This design comes from an exercise in tuning for small area and a short achievable clock period on the open sky130 flow, not from production work.
No functional check of the RTL was part of any run shown here.
Power figures rest on the tool's default switching activity, not on a simulated workload. No driver is modelled on the clock port, so clocking that relies on it looks cheaper here than on a real chip.

==> flow/design.v, too long to show whole: its modules and the start of the top module <==
// module mul_A: 4551 lines
// module fa: 6 lines
// module ha: 6 lines
module mul_A (CLK, RESETn, a, b, y);
  // ...
==> flow/run.sh <==
#!/bin/bash
# synth_recipe.tcl (not shown) runs the flow's synth.tcl, then flattens the netlist and writes it again
# the make line also repeats each setting of config.mk as NAME=value (left out here)
make -C /OpenROAD-flow-scripts/flow DESIGN_CONFIG=/design/flow/config.mk WORK_HOME=/design/flow/orfs CLKGATE_MAP_FILE= SYNTH_SCRIPT=/design/flow/synth_recipe.tcl finish
==> flow/config.mk <==
export PLATFORM = sky130hd
export DESIGN_NAME = mul_A
export DESIGN_NICKNAME = mul_A
export VERILOG_FILES = /design/flow/design.v
export SDC_FILE = /design/flow/constraint.sdc
export NUM_CORES = 4
export LEC_CHECK = 0
export CAP_MARGIN = 20
export CORE_MARGIN = 2
export CORE_UTILIZATION = 55
export CTS_CLUSTER_DIAMETER = 120
export CTS_CLUSTER_SIZE = 32
export SETUP_SLACK_MARGIN = 2.85
export SLEW_MARGIN = 20
export SYNTH_HIERARCHICAL = 1
export SYNTH_MINIMUM_KEEP_SIZE = 0
==> flow/constraint.sdc <==
create_clock -name core_clock -period 5.0 [get_ports {CLK}]
set_input_delay 1.0000 -clock core_clock [delete_from_list [all_inputs] [get_ports {CLK}]]
set_output_delay 1.0000 -clock core_clock [all_outputs]
set_load 0.01 [all_outputs]
==> impl_metrics.csv, run 1 <==
group,metric,value,unit
run_status,status,"no timing/DRC/antenna violations",
synth,synth_commonest_cells,"2,645 x dfxtp_1, 564 x xnor2_1, 496 x a22oi_1, 493 x fa_1, 153 x clkbuf_1",
die,die_w,376,um
critical_path,cp-endpoint,"q8_38$_DFF_P_",
cells_and_area,seq_area,0.0531,mm2
critical_path,start_kind,"register",
clocking,clock_latency,0.73,ns
clocking,h-tree-depth,3,
cells_and_area,seq_cell_count,2645,
critical_path,worst_setup_path_end_kind,"register",
cells_and_area,n_clock_buffer,98,
cells_and_area,fin_area,0.0823,mm2
hold_path,hold-path-cell-count,0,
sta,fin_hold_ws,0.323,ns
die,coreArea,0.137,mm2
sta,relSlewSlack,0.530,
drt,wl_met3,3860,um
pwr,p_seq,33300,uW
global_route,grt_overflow_total,0,
pwr,cellLeakagePower,0.0330,uW
placement,hpwl,71700,um
pwr,pg_comb,11200,uW
critical_path,startpoint,"m7_31_0$_DFF_P_",
clocking,cts_setup_buffers,27,
critical_path,crit_slowest_cell,"fa_1",
synth,synth-seq-area-share,0.696,
cells_and_area,layout.cells.most_common,"dfxtp_1",
sta,rsz0062_at_grt,"yes",
synth,synth_top_family_by_area,"adder cells",
synth,synth_top_area_cell,"dfxtp_1",
cells_and_area,non_clock_buffer_count,212,
synth,ys_seq_elements,2645,
==> run 2: changes to the inputs <==
--- a/flow/design.v
+++ b/flow/design.v
@@ -784,16 +784,20 @@
 	reg q8_32;
 	reg q8_33;
 	reg q8_34;
 	reg q8_35;
 	reg q8_36;
 	reg q8_37;
 	reg q8_38;
 	reg q8_39;
+	reg q8_40;
+	reg q8_41;
+	reg q8_42;
+	reg q8_43;
 	reg q8_0;
 	reg q8_1;
 	reg q8_2;
 	reg q8_3;
 	reg q8_4;
 	reg q8_5;
 	reg q8_6;
 	reg q8_7;
@@ -812,24 +816,16 @@
 	reg q8_20;
 	reg q8_21;
 	reg q8_22;
 	reg q8_23;
 	reg q8_24;
 	reg q8_25;
 	reg q8_26;
 	reg q8_27;
-	reg q8_40_0;
-	reg q8_40_1;
-	reg q8_41_0;
-	reg q8_41_1;
-	reg q8_42_0;
-	reg q8_42_1;
-	reg q8_43_0;
-	reg q8_43_1;
 	reg q8_44_0;
 	reg q8_44_1;
 	reg q8_45_0;
 	reg q8_45_1;
 	reg q8_46_0;
 	reg q8_46_1;
 	reg q8_47_0;
 	reg q8_47_1;
@@ -2520,18 +2516,18 @@
 	wire s1627;
 	wire c1628;
 	wire s1629;
 	wire c1630;
 	wire s1631;
 	wire c1632;
 	wire s1633;
 	wire c1634;
-	wire [12:0] sum1635;
-	wire [24:0] sum1636;
+	wire [16:0] sum1635;
+	wire [20:0] sum1636;
 	wire [63:0] prod;
 	assign pp1 = (d0_o0 & b0[0]) ^ d0_n0;
 	assign pp2 = ((d0_o0 & b0[1]) | (d0_t0 & b0[0])) ^ d0_n0;
 	assign pp3 = ((d0_o0 & b0[2]) | (d0_t0 & b0[1])) ^ d0_n0;
 	assign pp4 = ((d0_o0 & b0[3]) | (d0_t0 & b0[2])) ^ d0_n0;
 	assign pp5 = ((d0_o0 & b0[4]) | (d0_t0 & b0[3])) ^ d0_n0;
 	assign pp6 = ((d0_o0 & b0[5]) | (d0_t0 & b0[4])) ^ d0_n0;
 	assign pp7 = ((d0_o0 & b0[6]) | (d0_t0 & b0[5])) ^ d0_n0;
@@ -3647,19 +3643,19 @@
 	fa us1619 (.a(m7_56_0), .b(m7_56_1), .ci(pp1559), .s(s1619), .co(c1620));
 	fa us1621 (.a(m7_57_0), .b(m7_57_1), .ci(pp1560), .s(s1621), .co(c1622));
 	fa us1623 (.a(m7_58_0), .b(m7_58_1), .ci(pp1561), .s(s1623), .co(c1624));
 	fa us1625 (.a(m7_59_0), .b(m7_59_1), .ci(pp1562), .s(s1625), .co(c1626));
 	fa us1627 (.a(m7_60_0), .b(m7_60_1), .ci(pp1563), .s(s1627), .co(c1628));
 	fa us1629 (.a(m7_61_0), .b(m7_61_1), .ci(pp1564), .s(s1629), .co(c1630));
 	fa us1631 (.a(m7_62_0), .b(m7_62_1), .ci(pp1565), .s(s1631), .co(c1632));
 	fa us1633 (.a(m7_63_0), .b(m7_63_1), .ci(pp1566), .s(s1633), .co(c1634));
-	assign sum1635 = {1'b0, {c1584, c1582, c1580, c1578, c1576, c1574, c1572, pp1535, c1568, nd7, m7_29_0, m7_28_0}} + {1'b0, {s1585, s1583, s1581, s1579, s1577, s1575, s1573, s1571, s1569, s1567, m7_29_1, m7_28_1}};
-	assign sum1636 = {{q8_63_0, q8_62_0, q8_61_0, q8_60_0, q8_59_0, q8_58_0, q8_57_0, q8_56_0, q8_55_0, q8_54_0, q8_53_0, q8_52_0, q8_51_0, q8_50_0, q8_49_0, q8_48_0, q8_47_0, q8_46_0, q8_45_0, q8_44_0, q8_43_0, q8_42_0, q8_41_0, q8_40_0}, 1'b1} + {{q8_63_1, q8_62_1, q8_61_1, q8_60_1, q8_59_1, q8_58_1, q8_57_1, q8_56_1, q8_55_1, q8_54_1, q8_53_1, q8_52_1, q8_51_1, q8_50_1, q8_49_1, q8_48_1, q8_47_1, q8_46_1, q8_45_1, q8_44_1, q8_43_1, q8_42_1, q8_41_1, q8_40_1}, q8_ci};
-	assign prod = {sum1636[24], sum1636[23], sum1636[22], sum1636[21], sum1636[20], sum1636[19], sum1636[18], sum1636[17], sum1636[16], sum1636[15], sum1636[14], sum1636[13], sum1636[12], sum1636[11], sum1636[10], sum1636[9], sum1636[8], sum1636[7], sum1636[6], sum1636[5], sum1636[4], sum1636[3], sum1636[2], sum1636[1], q8_39, q8_38, q8_37, q8_36, q8_35, q8_34, q8_33, q8_32, q8_31, q8_30, q8_29, q8_28, q8_27, q8_26, q8_25, q8_24, q8_23, q8_22, q8_21, q8_20, q8_19, q8_18, q8_17, q8_16, q8_15, q8_14, q8_13, q8_12, q8_11, q8_10, q8_9, q8_8, q8_7, q8_6, q8_5, q8_4, q8_3, q8_2, q8_1, q8_0};
+	assign sum1635 = {1'b0, {c1592, c1590, c1588, c1586, c1584, c1582, c1580, c1578, c1576, c1574, c1572, pp1535, c1568, nd7, m7_29_0, m7_28_0}} + {1'b0, {s1593, s1591, s1589, s1587, s1585, s1583, s1581, s1579, s1577, s1575, s1573, s1571, s1569, s1567, m7_29_1, m7_28_1}};
+	assign sum1636 = {{q8_63_0, q8_62_0, q8_61_0, q8_60_0, q8_59_0, q8_58_0, q8_57_0, q8_56_0, q8_55_0, q8_54_0, q8_53_0, q8_52_0, q8_51_0, q8_50_0, q8_49_0, q8_48_0, q8_47_0, q8_46_0, q8_45_0, q8_44_0}, 1'b1} + {{q8_63_1, q8_62_1, q8_61_1, q8_60_1, q8_59_1, q8_58_1, q8_57_1, q8_56_1, q8_55_1, q8_54_1, q8_53_1, q8_52_1, q8_51_1, q8_50_1, q8_49_1, q8_48_1, q8_47_1, q8_46_1, q8_45_1, q8_44_1}, q8_ci};
+	assign prod = {sum1636[20], sum1636[19], sum1636[18], sum1636[17], sum1636[16], sum1636[15], sum1636[14], sum1636[13], sum1636[12], sum1636[11], sum1636[10], sum1636[9], sum1636[8], sum1636[7], sum1636[6], sum1636[5], sum1636[4], sum1636[3], sum1636[2], sum1636[1], q8_43, q8_42, q8_41, q8_40, q8_39, q8_38, q8_37, q8_36, q8_35, q8_34, q8_33, q8_32, q8_31, q8_30, q8_29, q8_28, q8_27, q8_26, q8_25, q8_24, q8_23, q8_22, q8_21, q8_20, q8_19, q8_18, q8_17, q8_16, q8_15, q8_14, q8_13, q8_12, q8_11, q8_10, q8_9, q8_8, q8_7, q8_6, q8_5, q8_4, q8_3, q8_2, q8_1, q8_0};
 	always @(posedge CLK) begin
 		b0 <= b;
 		d0_n0 <= a[1];
 		d0_o0 <= a[0] ^ 1'b0;
 		d0_t0 <= (a[1] & ~a[0] & ~1'b0) | (~a[1] & a[0] & 1'b0);
 		d0_n1 <= a[3];
 		d0_o1 <= a[2] ^ a[1];
 		d0_t1 <= (a[3] & ~a[2] & ~a[1]) | (~a[3] & a[2] & a[1]);
@@ -4437,16 +4433,20 @@
 		q8_32 <= sum1635[4];
 		q8_33 <= sum1635[5];
 		q8_34 <= sum1635[6];
 		q8_35 <= sum1635[7];
 		q8_36 <= sum1635[8];
 		q8_37 <= sum1635[9];
 		q8_38 <= sum1635[10];
 		q8_39 <= sum1635[11];
+		q8_40 <= sum1635[12];
+		q8_41 <= sum1635[13];
+		q8_42 <= sum1635[14];
+		q8_43 <= sum1635[15];
 		q8_0 <= l7_0;
 		q8_1 <= l7_1;
 		q8_2 <= l7_2;
 		q8_3 <= l7_3;
 		q8_4 <= l7_4;
 		q8_5 <= l7_5;
 		q8_6 <= l7_6;
 		q8_7 <= l7_7;
@@ -4465,24 +4465,16 @@
 		q8_20 <= l7_20;
 		q8_21 <= l7_21;
 		q8_22 <= l7_22;
 		q8_23 <= l7_23;
 		q8_24 <= l7_24;
 		q8_25 <= l7_25;
 		q8_26 <= l7_26;
 		q8_27 <= l7_27;
-		q8_40_0 <= c1586;
-		q8_40_1 <= s1587;
-		q8_41_0 <= c1588;
-		q8_41_1 <= s1589;
-		q8_42_0 <= c1590;
-		q8_42_1 <= s1591;
-		q8_43_0 <= c1592;
-		q8_43_1 <= s1593;
 		q8_44_0 <= c1594;
 		q8_44_1 <= s1595;
 		q8_45_0 <= c1596;
 		q8_45_1 <= s1597;
 		q8_46_0 <= c1598;
 		q8_46_1 <= s1599;
 		q8_47_0 <= c1600;
 		q8_47_1 <= s1601;
@@ -4513,17 +4505,17 @@
 		q8_60_0 <= c1626;
 		q8_60_1 <= s1627;
 		q8_61_0 <= c1628;
 		q8_61_1 <= s1629;
 		q8_62_0 <= c1630;
 		q8_62_1 <= s1631;
 		q8_63_0 <= c1632;
 		q8_63_1 <= s1633;
-		q8_ci <= sum1635[12];
+		q8_ci <= sum1635[16];
 		p9 <= prod;
 		p10 <= p9;
 		p11 <= p10;
 		p12 <= p11;
 		p13 <= p12;
 		p14 <= p13;
 		p15 <= p14;
 		p16 <= p15;
==> impl_metrics.csv, run 2 <==
group,metric,value,unit
synth,synth_top_area_cell,"dfxtp_1",
cells_and_area,layout.nets,5698,
critical_path,path_max_fanout,5,
sta,relSlewSlack,0.517,
sta,tightestPinTransition,0.725,ns
critical_path,start_kind,"register",
critical_path,required,5.68,ns
synth,synth_commonest_cells,"2,641 x dfxtp_1, 563 x xnor2_1, 496 x a22oi_1, 493 x fa_1, 132 x clkbuf_1",
drt,drt_iter0_drc,1444,
hold_path,hold-path-cell-count,0,
clocking,h-tree-depth,3,
die,die_w,376,um
cells_and_area,syn_to_final_growth,7.94,%
run_status,status,"no timing/DRC/antenna violations",
critical_path,cp.arrival,3.14,ns
sta,finalCritPeriodShare,0.490,
synth,yosys_warnings,7,
clocking,holdBufCountCts,0,
drt,vias_per_cell,4.86,
die,die_h,376,um
sta,tns,0,ns
critical_path,cp-endpoint,"q8_43$_DFF_P_",
drt,drtPass1Iterations,5,
synth,synth.top_cell.area_share,0.694,
placement,io_buffers,129,
pwr,p_switching,14600,uW
critical_path,startpoint,"m7_31_1$_DFF_P_",
pwr,swShare,0.268,
critical_path,crit_type,"reg -> reg",
critical_path,rr_worst_depth,11,
synth,syn_area_per_cell,15.3,um2
critical_path,r2r-start,"m7_31_1$_DFF_P_",
sta,rsz0062_at_grt,"yes",
drt,route.vias.total,33315,
clocking,numCtsBuffers,92,
clocking,cts_tree,"yes",
cells_and_area,final_cell_mix,"2,593 x dfxtp_1, 563 x xnor2_1, 496 x a22oi_1",
placement,placed_cell_area,0.0792,mm2
critical_path,r2r-end,"q8_43$_DFF_P_",
cells_and_area,diodes,0,
cells_and_area,drive_gt1_frac,0.0656,
clocking,clock_path_buffers,3,
die,pin_count,130,
sta,max_freq,0.408,GHz
global_route,grt_overflow_total,0,
synth,synth_cells,4974,
cells_and_area,layout.cells.most_common,"dfxtp_1",
synth,synth_area_leaders,"dfxtp_1 69%, fa_1 13%, xnor2_1 6.5%",
pwr,p_per_area,661,mW/mm2
synth,mappedNetlistNets,5621,
die,coreArea,0.137,mm2
clocking,cts-root-buf,"clkbuf_16",
sta,final_max_slew_viol_count,0,
synth,synth.most_common_cell,"dfxtp_1",
global_route,grt_pass1_vias,33869,
synth,ys.flop_type,"dfxtp_1",
drt,drc,0,
sta,clock_skew,0.0420,ns
die,row_count,136,
global_route,antenna_found_initial,0,
drt,wire_per_inst,16.0,um
synth,synth_cell_type_count,52,
critical_path,r2r_setup_slack,2.55,ns
global_route,grtUsageTotal,0.153,
pwr,p_clk_frac,0.169,
placement,placed_cells,6723,
synth,synth-seq-area-share,0.694,
job,max-cap-violations,0,
global_route,grt_pass1_wl,177000,um
clocking,cts.sinks,2641,
clocking,clock_latency,0.76,ns
pwr,p_int,39700,uW
sta,fin_hold_ws,0.302,ns
clocking,clk_pin_slew,0.12,ns
pwr,p_seq_frac,0.612,
cells_and_area,fin_area,0.0822,mm2
sta,hold_violations,0,
pwr,ir_drop,485,uV
pwr,cellLeakagePower,0.0329,uW
synth,syn_area,0.0761,mm2
placement,hpwl,72900,um
cells_and_area,fin_util,0.598,
pwr,p_comb_frac,0.219,
drt,wl,109000,um
global_route,grt_max_degree,71,
hold_path,hold_class,"reg -> reg",
synth,ys_seq_elements,2641,
critical_path,worst_setup_path_end_kind,"register",
die,start_util,0.554,
cells_and_area,final_cell_count_no_fill,6854,
placement,gp_congestion,0.783,
die,dieArea,0.141,mm2
sta,finalCriticalPeriod,2.45,ns
sta,setup_viol,0,
drt,ant_nets,0,
synth,synth-edff-count,0,
synth,synthArstFlopShare,0,
run 2: cell count changes after synthesis, sizes merged, moves of 4 or more:
| cell | change |
|---|---|
| a211oi | +5 |
| nor2b | -5 |
| or3 | -4 |
| buf | +28 |
| clkbuf | -21 |
| nor2 | +7 |
| dfxtp | -4 |
| nand2 | +10 |
| a21o | -4 |
run 2: how the worst min path moves through the flow:
stage	end	slack, ns	startpoint
3_3_place_gp	p15[3]$_DFF_P_	0.31	p14[3]$_DFF_P_
4_1_cts	p11[23]$_DFF_P_	0.32	p10[23]$_DFF_P_
5_1_grt	a2_25$_DFF_P_	0.31	a1_25$_DFF_P_
3_5_place_dp	a2_31$_DFF_P_	0.31	a1_31$_DFF_P_
6_report	p20[19]$_DFF_P_	0.30	p19[19]$_DFF_P_
2_1_floorplan	a1_12$_DFF_P_	0.31	a0_12$_DFF_P_
run 2: area by class of cell:
type,instances,area (um2)
Multi-Input combinational cell,2059,22400
Inverter,58,218
Sequential cell,2641,53000
Clock buffer,95,2310
Tap cell,1794,2240
Fill cell,10723,55300
Clock inverter,8,205
Timing Repair Buffer,199,1800
run 2: power groups by stage:
stage	Clock, uW	Sequential [uW]	Combinational [uW]
after floorplan	0	32900	8240
after global placement	0	33700	11100
after detailed placement	0	34000	11400
after CTS	9640	33500	11800
after global routing	10300	34200	13700
final	9180	33200	11900
run 2: timing repair:
| action | in CTS | in global routing |
|---|---|---|
| resized for setup | 321 | 60 |
| pin swaps | 23 | 11 |
| hold endpoints to repair | 0 | 0 |
| buffers inserted | 15 | 13 |
| endpoints found under the setup margin | 420 | 240 |
run 2: through the flow:
step | power (uW) | setup slack [ns]
after detailed placement | 45400 | 2.26
after global routing | 58300 | 2.46
final | 54300 | 2.55
after global placement | 44900 | 2.15
after CTS | 55000 | 2.60
after floorplan | 41100 | 2.65
run 2: critical path, stage by stage, from the launching register on:
cell and delay [ns]:
dfxtp_1 0.32, ha_2 0.18, fa_1 0.53, ha_4 0.24, a21oi_4 0.15, o211ai_1 0.10, buf_4 0.16, a221oi_4 0.27
buf_4 0.16, nor3_2 0.03, nor2_1 0.13, xnor2_1 0.12
run 2: metal layers:
layer | up-vias | GRT usage | routed length, um
met4 | 0 | 0.0449 | 3050
met3 | 176 | 0.0228 | 3120
li1 | 16238 | - | -
met5 | - | 0 | 0
met2 | 419 | 0.265 | 53500
met1 | 16482 | 0.199 | 49700
run 2: logic make-up (layout without fill, tap and decap cells):
kind of cell    after synthesis  in the layout  synth area share
flops                      2641           2641             0.694
compound gates              626            626            0.0602
xor+xnor                    594            594            0.0683
fa+ha+maj                   581            581             0.144
buf+inv                     274            360            0.0144
simple gates                256            256            0.0184
mux                           2              2          0.000263
run 2: modules after synthesis, one instance, submodules excluded:
module  area, um2  cells inside
fa           20.0             1
ha           12.5             1
mul_A       66100          4464

-- separate check: timing with driven ports --
The results above use ideal ports. As a check the final layouts listed here were re-extracted and re-timed, cells and wires unchanged. Step 1: set_driving_cell puts a clkbuf_16 on CLK and a buf_2 on each other input, an assumption about the parent block. Step 2 times the ports against the registers' clock, not the clock port: input delays grow and output delays shrink by t, the midpoint of the rising clock arrivals with the driver on. Three values: ideal ports, drivers, drivers and shift; two values: the first two.
run | t, ns | setup WS [ns] | hold WS [ns] | worst setup path at the end | worst slew at a driven data input, ns
run 1 | 0.789 | 2.791 / 2.756 / 2.791 | 0.323 / 0.323 / 0.323 | register to register | 0.04
run 2 | 0.808 | 2.548 / 2.548 / 2.548 | 0.302 / 0.302 / 0.302 | register to register | 0.04
After both steps every run listed still meets setup and hold.
